What follows belongs to an exercise in optimizing a design on an open flow for small area, a short achievable clock period and few clock cycles per item; a production flow would make more cautious choices. Function was checked by simulation only, so behaviour that the tests miss may differ from the original. No driver is modelled on the clock port, so clock power and skew are understated where the tree is cut down; a real chip needs a root buffer or a tree. Power is estimated from default activity; no workload was simulated.

==> build 23: inputs <==
==> flow/design.v <==
`timescale 1ns / 1ps
module blk_sqrt (
    input wire [7:0] x,
    output wire [3:0] y
);
  wire new_n13, new_n14, new_n15, new_n17, new_n18, new_n19, new_n20,
    new_n21, new_n22, new_n23, new_n24, new_n25, new_n26, new_n27, new_n28,
    new_n29, new_n30, new_n31, new_n32, new_n33, new_n34, new_n35, new_n36,
    new_n37, new_n38, new_n39, new_n41, new_n42, new_n43, new_n44, new_n45,
    new_n47;
  assign new_n13 = ~x[0]  & ~x[1] ;
  assign new_n14 = ~x[2]  & new_n13;
  assign new_n15 = ~x[3]  & new_n14;
  assign y[3]  = x[6]  | x[7] ;
  assign new_n17 = ~x[2]  & ~x[3] ;
  assign new_n18 = ~x[4]  & new_n17;
  assign new_n19 = ~y[3]  & new_n18;
  assign new_n20 = x[3]  & ~new_n14;
  assign new_n21 = x[6]  & x[7] ;
  assign new_n22 = ~new_n20 & ~new_n21;
  assign new_n23 = ~new_n19 & new_n22;
  assign new_n24 = ~new_n15 & ~new_n23;
  assign new_n25 = x[4]  & y[3] ;
  assign new_n26 = x[5]  & ~x[7] ;
  assign new_n27 = ~x[5]  & x[7] ;
  assign new_n28 = ~new_n26 & ~new_n27;
  assign new_n29 = ~new_n25 & ~new_n28;
  assign new_n30 = new_n25 & new_n28;
  assign new_n31 = ~new_n29 & ~new_n30;
  assign new_n32 = ~new_n24 & new_n31;
  assign new_n33 = x[4]  & ~new_n15;
  assign new_n34 = ~x[7]  & ~new_n33;
  assign new_n35 = ~new_n27 & ~new_n34;
  assign new_n36 = ~x[4]  & ~x[5] ;
  assign new_n37 = ~x[6]  & new_n36;
  assign new_n38 = ~new_n18 & ~new_n37;
  assign new_n39 = ~new_n35 & new_n38;
  assign y[0]  = ~new_n32 & ~new_n39;
  assign new_n41 = ~new_n26 & ~new_n37;
  assign new_n42 = ~x[7]  & new_n18;
  assign new_n43 = ~new_n41 & ~new_n42;
  assign new_n44 = ~x[5]  & new_n18;
  assign new_n45 = new_n21 & ~new_n44;
  assign y[1]  = new_n43 | new_n45;
  assign new_n47 = ~x[6]  & ~new_n36;
  assign y[2]  = new_n21 | new_n47;
endmodule
`timescale 1ns / 1ps
module topModule(
    input clock,
    input reset,
    input start,
    input [7:0] input_a,
    input [7:0] input_b,
    output reg done,
    output [7:0] result
);
wire [3:0] r;
wire [4:0] lo;
wire [3:0] hi_inc;
wire [3:0] y;
reg  [7:0] sum_reg;
blk_sqrt u_sqrt1(.x(input_b), .y(r));
assign lo = {1'b0, input_a[3:0]} + {1'b0, r};
assign hi_inc = input_a[7:4] + 4'd1;
always @(posedge clock) begin
    done <= start & ~reset;
    sum_reg <= {lo[4] ? hi_inc : input_a[7:4], lo[3:0]};
end
blk_sqrt u_sqrt2(.x(sum_reg), .y(y));
assign result = {4'd0, y};
endmodule
==> flow/flow/run.sh <==
#!/bin/bash
# The standard layout with these changes:
#  - synthesis maps the logic with our own ABC script (flow/abc.script, area-oriented
#    mapping) instead of ORFS's, and leaves adders to ABC rather than mapping them to
#    full/half-adder cells first (MY_NO_FA). my_synth.tcl is synth_recipe.tcl with an abc
#    wrapper that swaps the script, so the rest of the synthesis (registers and their
#    names) is unchanged;
#  - the port buffers are sky130_fd_sc_hd__buf_1 instead of the slow clkdlybuf4s50_1 that
#    OpenROAD picks by default.
set -euo pipefail
here=$(pwd)
export MY_ABC_SCRIPT=$here/flow/abc.script
export MY_NO_FA=1
bash standard.sh finish \
  "SYNTH_SCRIPT=$here/flow/my_synth.tcl" \
  "BUFFER_PORTS_ARGS=-buffer_cell sky130_fd_sc_hd__buf_1" > standard.log 2>&1
==> flow/flow/abc.script <==
strash
dch -f
map -a
strash
dch -f
map -a
topo
==> flow/flow/my_synth.tcl <==
proc synth {args} { yosys synth -nofsm -noshare {*}$args }
# Technology mapping with our own ABC script and delay target (MY_ABC_SCRIPT, MY_ABC_D)
# instead of ORFS's; everything else in ORFS's synthesis is unchanged.
proc abc {args} {
  if {[info exists ::env(MY_ABC_SCRIPT)]} {
    set i [lsearch -exact $args -script]
    if {$i >= 0} { lset args [expr {$i + 1}] $::env(MY_ABC_SCRIPT) }
  }
  if {[info exists ::env(MY_ABC_D)]} {
    set i [lsearch -exact $args -D]
    if {$i >= 0} { lset args [expr {$i + 1}] $::env(MY_ABC_D) }
  }
  yosys abc {*}$args
}
# MY_NO_FA: leave adders to ABC instead of mapping them to full/half-adder cells first
if {[info exists ::env(MY_NO_FA)] && $::env(MY_NO_FA)} { set ::env(ADDER_MAP_FILE) "" }
source $::env(SCRIPTS_DIR)/synth.tcl
# left out here: clear keep_hierarchy, flatten, clean up, hide names made inside functions, write 1_2_yosys.v
==> flow/standard.sh <==
#!/bin/bash
# synth_recipe.tcl (not shown) runs the flow's synth.tcl, then flattens the netlist and writes it again
# the make line also repeats each setting of config.mk as NAME=value (left out here)
make -C /OpenROAD-flow-scripts/flow DESIGN_CONFIG=/design/flow/config.mk WORK_HOME=/design/flow/orfs CLKGATE_MAP_FILE= SYNTH_SCRIPT=/design/flow/synth_recipe.tcl "${@:-finish}"
==> flow/config.mk <==
export PLATFORM = sky130hd
export DESIGN_NAME = topModule
export DESIGN_NICKNAME = topModule
export VERILOG_FILES = /design/flow/design.v
export SDC_FILE = /design/flow/constraint.sdc
export NUM_CORES = 4
export LEC_CHECK = 0
export ABC_AREA = 1
export CAP_MARGIN = 20
export CORE_AREA = 2 2 68 68
export CTS_BUF_LIST = sky130_fd_sc_hd__clkbuf_2
export DIE_AREA = 0 0 70 70
export SLEW_MARGIN = 20
==> flow/constraint.sdc <==
create_clock -name core_clock -period 10.0 [get_ports {clock}]
set_input_delay 2.0000 -clock core_clock [delete_from_list [all_inputs] [get_ports {clock}]]
set_output_delay 2.0000 -clock core_clock [all_outputs]
set_load 0.01 [all_outputs]
==> build 14 (differences from build 23) <==
==> flow/design.v, changed modules only <==
module sqrt(
    input clock,
    input reset,
    input start_in,
    input wire [7:0] input_x,
    output reg done,
    output reg [7:0] output_x
);
localparam IDLE = 1'b0;
localparam WORK = 1'b1;
reg [7:0] x_buffer;
reg [7:0] m;
reg [7:0] b;
reg [7:0] y_buffer;
reg state;
always @(posedge clock) begin
    if (reset) begin
        state <= IDLE;
        x_buffer <= 0;
        m <= 1 << 6;
        y_buffer <= 0;
        done <= 0;
    end else begin
    case (state)
        IDLE: begin
            done <= 0;
            if (start_in) begin
                state <= WORK;
                x_buffer <= input_x;
                m <= 1 << 6;
                output_x <= 0;
                y_buffer <= 0;
            end
        end
        WORK: begin
            if (m != 0) begin
            b = y_buffer | m;
            y_buffer = y_buffer >> 1;
            if (x_buffer >= b) begin
                x_buffer = x_buffer - b;
                y_buffer = y_buffer | m;
            end
            m = m >> 2;
            end else begin
                state <= IDLE;
                output_x <= y_buffer;
                done <=1;
            end
        end
    endcase
    end
end
endmodule
module topModule(
    input clock,
    input reset,
    input start,
    input [7:0] input_a,
    input [7:0] input_b,
    output done,
    output [7:0] result
);
wire sqrt1_done;
wire [7:0] sqrt1_result;
wire [7:0] sqrt_plus_result;
wire sqrt_plus_done;
reg [7:0] input_a_reg;
always @(posedge clock) begin
    if (start) begin
        input_a_reg <= input_a;
    end
end 
sqrt sqrt1(
    .clock(clock),
    .reset(reset),
    .start_in(start),
    .input_x(input_b),
    .done(sqrt1_done),
    .output_x(sqrt1_result)
);
assign sqrt_plus_result = sqrt1_result+input_a_reg;
sqrt sqrt2(
    .clock(clock),
    .reset(reset),
    .start_in(sqrt1_done),
    .input_x(sqrt_plus_result),
    .done(done),
    .output_x(result)
);
endmodule
// module blk_sqrt removed
==> flow/run.sh (new file) <==
#!/bin/bash
# synth_recipe.tcl (not shown) runs the flow's synth.tcl, then flattens the netlist and writes it again
# the make line also repeats each setting of config.mk as NAME=value (left out here)
make -C /OpenROAD-flow-scripts/flow DESIGN_CONFIG=/design/flow/config.mk WORK_HOME=/design/flow/orfs CLKGATE_MAP_FILE= SYNTH_SCRIPT=/design/flow/synth_recipe.tcl finish
--- a/flow/config.mk
+++ b/flow/config.mk
@@ -7,7 +7,5 @@
 export LEC_CHECK = 0
-export ABC_AREA = 1
 export CAP_MARGIN = 20
-export CORE_AREA = 2 2 68 68
-export CTS_BUF_LIST = sky130_fd_sc_hd__clkbuf_2
-export DIE_AREA = 0 0 70 70
+export CORE_MARGIN = 2
+export CORE_UTILIZATION = 40
 export SLEW_MARGIN = 20
removed: flow/flow/run.sh
removed: flow/flow/abc.script
removed: flow/flow/my_synth.tcl
removed: flow/standard.sh
==> trial 69 (differences from build 23) <==
==> flow/flow/abc.script (replaced) <==
strash
dc2
dch -f
map -a
topo
--- a/flow/config.mk
+++ b/flow/config.mk
@@ -9,5 +9,5 @@
 export CAP_MARGIN = 20
-export CORE_AREA = 2 2 68 68
+export CORE_MARGIN = 2
+export CORE_UTILIZATION = 40
 export CTS_BUF_LIST = sky130_fd_sc_hd__clkbuf_2
-export DIE_AREA = 0 0 70 70
 export SLEW_MARGIN = 20
==> results.txt <==
| metric | build 14 | build 23 | trial 69 |
|---|---|---|---|
| Status | finished clean | finished clean | finished clean |
| Critical path peak fanout | 16 | 4 | 5 |
| Sequential power | 0.000290 W | 0.0000449 W | 0.0000459 W |
| Met2 global-route usage | 0.278 | 0.0804 | 0.257 |
| Area overhead of the layout relative to synthesis | 14.2% | 23.6% | 17.4% |
| Worst setup slack after layout | 6.19 ns | 6.34 ns | 6.08 ns |
| Avg Inst Size Synth | 9.06 um2 | 6.33 um2 | 6.59 um2 |
| Final min period | 3.81 ns | 3.66 ns | 3.92 ns |
| Number of sequential cells in the layout | 64 | 9 | 9 |
| Length of the first detailed-routing pass in iterations | 5 | 4 | 2 |
| Worst min-delay path endpoint | sqrt1.x_buffer[7]$_SDFFE_PP0P_ | done$_DFF_P_ | done$_DFF_P_ |
| Netlist Area Pre-Place | 3600 um2 | 646 um2 | 619 um2 |
| Number of multi-input combinational cells | 293 | 77 | 73 |
| Final period util | 0.381 | 0.366 | 0.392 |
| Clock network area share | 0.0460 | 0.0251 | 0.0275 |
| Proportion of synthesized area in mux cells | 0.0174 | 0 | 0 |
| Via/cell ratio | 5.32 | 3.72 | 4.74 |
| WL met2 | 3.61 mm | 632 um | 598 um |
| Crit path buf inv count | 1 | 1 | 2 |
| Share of cell area taken by flip-flops and latches | 0.366 | 0.226 | 0.248 |
| Final wirelength | 7.32 mm | 1.31 mm | 1.07 mm |
| CTS sink count | 64 | 9 | 9 |
| Critical path data arrival time | 4.06 ns | 3.79 ns | 4.04 ns |
Testbench counts of build 23, summed over its fixed seeds: cycles 12,000, items 12,000.
Testbench counts of build 14, summed over its fixed seeds: cycles 144,000, items 12,000.
Testbench counts of trial 69, summed over its fixed seeds: cycles 12,000, items 12,000.


==> cedar <==
RTL: the design.v shown in full above, as it stands there.
clock: 10.0 ns
lec_check: 0
abc_area: 1
cap_margin: 20
core_area: 2 2 68 68
cts_buf_list: sky130_fd_sc_hd__clkbuf_2
die_area: 0 0 70 70
slew_margin: 20
standard.sh (not shown) runs the stock make flow with config.mk's settings and CLKGATE_MAP_FILE= SYNTH_SCRIPT=/design/flow/synth_recipe.tcl, a recipe that flattens the netlist after the stock synthesis.
==> flow/flow/run.sh <==
#!/bin/bash
# The standard layout with these changes:
#  - synthesis maps the logic with our own ABC script (flow/abc.script, area-oriented
#    mapping) instead of ORFS's, and leaves adders to ABC rather than mapping them to
#    full/half-adder cells first (MY_NO_FA). my_synth.tcl is synth_recipe.tcl with an abc
#    wrapper that swaps the script, so the rest of the synthesis (registers and their
#    names) is unchanged;
#  - the port buffers are sky130_fd_sc_hd__buf_1 instead of the slow clkdlybuf4s50_1 that
#    OpenROAD picks by default.
set -euo pipefail
here=$(pwd)
export MY_ABC_SCRIPT=$here/flow/abc.script
export MY_NO_FA=1
bash standard.sh finish \
  "SYNTH_SCRIPT=$here/flow/my_synth.tcl" \
  "BUFFER_PORTS_ARGS=-buffer_cell sky130_fd_sc_hd__buf_1" \
  "SETUP_SLACK_MARGIN=6.5" > standard.log 2>&1
==> flow/flow/abc.script <==
strash
dch -f
map -a
strash
dch -f
map -a
topo
==> flow/flow/my_synth.tcl <==
proc synth {args} { yosys synth -nofsm -noshare {*}$args }
# Technology mapping with our own ABC script and delay target (MY_ABC_SCRIPT, MY_ABC_D)
# instead of ORFS's; everything else in ORFS's synthesis is unchanged.
proc abc {args} {
  if {[info exists ::env(MY_ABC_SCRIPT)]} {
    set i [lsearch -exact $args -script]
    if {$i >= 0} { lset args [expr {$i + 1}] $::env(MY_ABC_SCRIPT) }
  }
  if {[info exists ::env(MY_ABC_D)]} {
    set i [lsearch -exact $args -D]
    if {$i >= 0} { lset args [expr {$i + 1}] $::env(MY_ABC_D) }
  }
  yosys abc {*}$args
}
# MY_NO_FA: leave adders to ABC instead of mapping them to full/half-adder cells first
if {[info exists ::env(MY_NO_FA)] && $::env(MY_NO_FA)} { set ::env(ADDER_MAP_FILE) "" }
source $::env(SCRIPTS_DIR)/synth.tcl
# left out here: clear keep_hierarchy, flatten, clean up, hide names made inside functions, write 1_2_yosys.v
==> inputs of harbor, as changes to cedar <==
--- a/flow/flow/run.sh
+++ b/flow/flow/run.sh
@@ -7,11 +7,17 @@
 #    names) is unchanged;
 #  - the port buffers are sky130_fd_sc_hd__buf_1 instead of the slow clkdlybuf4s50_1 that
-#    OpenROAD picks by default.
+#    OpenROAD picks by default;
+#  - the constant outputs share one tie cell, and the clock tree is a single buffer:
+#    after CTS, flow/one_clkbuf.tcl connects all clock sinks to the root buffer and
+#    removes the leaf buffers and the dummy load.
 set -euo pipefail
 here=$(pwd)
 export MY_ABC_SCRIPT=$here/flow/abc.script
 export MY_NO_FA=1
-bash standard.sh finish \
-  "SYNTH_SCRIPT=$here/flow/my_synth.tcl" \
-  "BUFFER_PORTS_ARGS=-buffer_cell sky130_fd_sc_hd__buf_1" \
-  "SETUP_SLACK_MARGIN=6.5" > standard.log 2>&1
+args=("SYNTH_SCRIPT=$here/flow/my_synth.tcl"
+      "BUFFER_PORTS_ARGS=-buffer_cell sky130_fd_sc_hd__buf_1"
+      "SKIP_REPAIR_TIE_FANOUT=1")
+bash standard.sh cts "${args[@]}" > standard_cts.log 2>&1
+ROOT_CLKBUF=sky130_fd_sc_hd__clkbuf_4 CTS_ODB=$here/orfs/results/sky130hd/topModule/base/4_cts.odb \
+  openroad -no_init -exit $here/flow/one_clkbuf.tcl > one_clkbuf.log 2>&1
+bash standard.sh finish "${args[@]}" > standard.log 2>&1
==> flow/flow/one_clkbuf.tcl (new file) <==
# After CTS: drive every clock sink from the root clock buffer and remove the leaf buffers
# that TritonCTS put between them (one buffer is enough for this handful of flip-flops).
# The root buffer becomes ROOT_CLKBUF.
read_db $::env(CTS_ODB)
set block [ord::get_db_block]
set root ""
foreach inst [$block getInsts] {
  if {[string match "clkbuf_0_*" [$inst getName]]} { set root $inst }
}
if {$root eq ""} { puts "no root clock buffer"; exit 1 }
set rootnet [[$root findITerm X] getNet]
set removed 0
foreach inst [$block getInsts] {
  if {[string match "clkbuf_1_*" [$inst getName]] || [string match "clkload*" [$inst getName]]} {
    set in [[$inst findITerm A] getNet]
    if {$in ne $rootnet} { puts "unexpected clock tree shape at [$inst getName]"; exit 1 }
    set xt [$inst findITerm X]
    set outnet [$xt getNet]
    if {$outnet ne "NULL"} {
      foreach it [$outnet getITerms] {
        if {[$it getInst] ne $inst} { $it disconnect; $it connect $rootnet }
      }
    }
    [$inst findITerm A] disconnect
    if {$outnet ne "NULL"} { $xt disconnect; odb::dbNet_destroy $outnet }
    odb::dbInst_destroy $inst
    incr removed
  }
}
# one buffer now drives every sink: make it strong enough for the flip-flops' clock slew
$root swapMaster [[ord::get_db] findMaster $::env(ROOT_CLKBUF)]
detailed_placement
check_placement -verbose
puts "removed $removed clock buffers; root [$root getName] drives [llength [$rootnet getITerms]] pins"
write_db $::env(CTS_ODB)
==> impl_metrics.csv <==
group,metric,value,unit
run_status,outcome,"complete, no violations",
setup_path,critPathArrivalTime,1.43,ns
clock_tree,cts_resized,6,
pwr,total_power,0.1133,mW
pwr,switchingPower,0.04071,mW
sta,fmax,0.2911,GHz
setup_path,crit_fanout,3,
drt,routed_wirelength,1473,um
global_routing,met1_usage,0.06556,
drt,viasPerCell,3.913,
setup_path,cp.depth,5,
placement,dp_hpwl,1098,um
cells_and_area,final_nets,152,
drt,vias,720,
pwr,p_int,0.07254,mW
drt,wl_per_cell,8.005,um
cells_and_area,clockBufferCount,4,
global_routing,grt_pass1_wl,2159,um
the above is filed under cedar

==> impl_metrics.csv <==
group,metric,value,unit
setup_path,critPathArrivalTime,3.81,ns
cells_and_area,final_nets,143,
sta,fmax,0.2652,GHz
drt,routed_wirelength,1285,um
pwr,switchingPower,0.03070,mW
global_routing,grt_pass1_wl,2125,um
global_routing,met1_usage,0.07005,
run_status,outcome,"complete, no violations",
drt,vias,645,
pwr,p_int,0.06015,mW
sta,setup_ws,6.229,ns
clock_tree,cts_resized,0,
placement,dp_hpwl,1146,um
drt,wl_per_cell,7.385,um
setup_path,cp.depth,13,
drt,viasPerCell,3.707,
synthesis,synth-edff-count,0,
the above is filed under harbor

Testbench counts of cedar, summed over its fixed seeds: cycles 12,000, items 12,000.
Testbench counts of harbor, summed over its fixed seeds: cycles 12,000, items 12,000.

-- port drivers added, routing unchanged --
Ports are ideal in the flow. The routed layouts listed here were re-timed in OpenROAD.
Step 1 assumes that a clkbuf_16 drives the clock port and a buf_2 every other input.
Step 2 times the ports against the registers' clock, not the clock port: input delays grow and output delays shrink by t, the midpoint of the rising clock arrivals with the driver on.
a / b / c = ideal ports / drivers / drivers and shift; a / b = the first two.
run | t (ns) | setup WS [ns] | worst hold slack (ns) | worst setup path after step 2
build 23 | 0.249 | 6.339 / 6.337 / 6.088 | 1.905 / 1.910 / 2.159 | input to register
build 14 | 0.358 | 6.187 / 6.193 / 5.835 | 0.477 / 0.477 / 0.477 | input to register
trial 69 | 0.242 | 6.081 / 6.074 / 5.832 | 1.907 / 1.916 / 2.159 | input to register
cedar | 0.253 | 6.565 / 6.543 / 6.335 | 1.911 / 1.913 / 2.165 | input to register
harbor | 0.161 | 6.229 / 6.214 / 6.053 | 1.999 / 2.004 / 2.165 | input to register
After both steps every run listed still meets setup and hold. For build 14, which loses most, drivers alone change the setup slack by +0.006 ns; drivers and shift together by -0.352 ns.
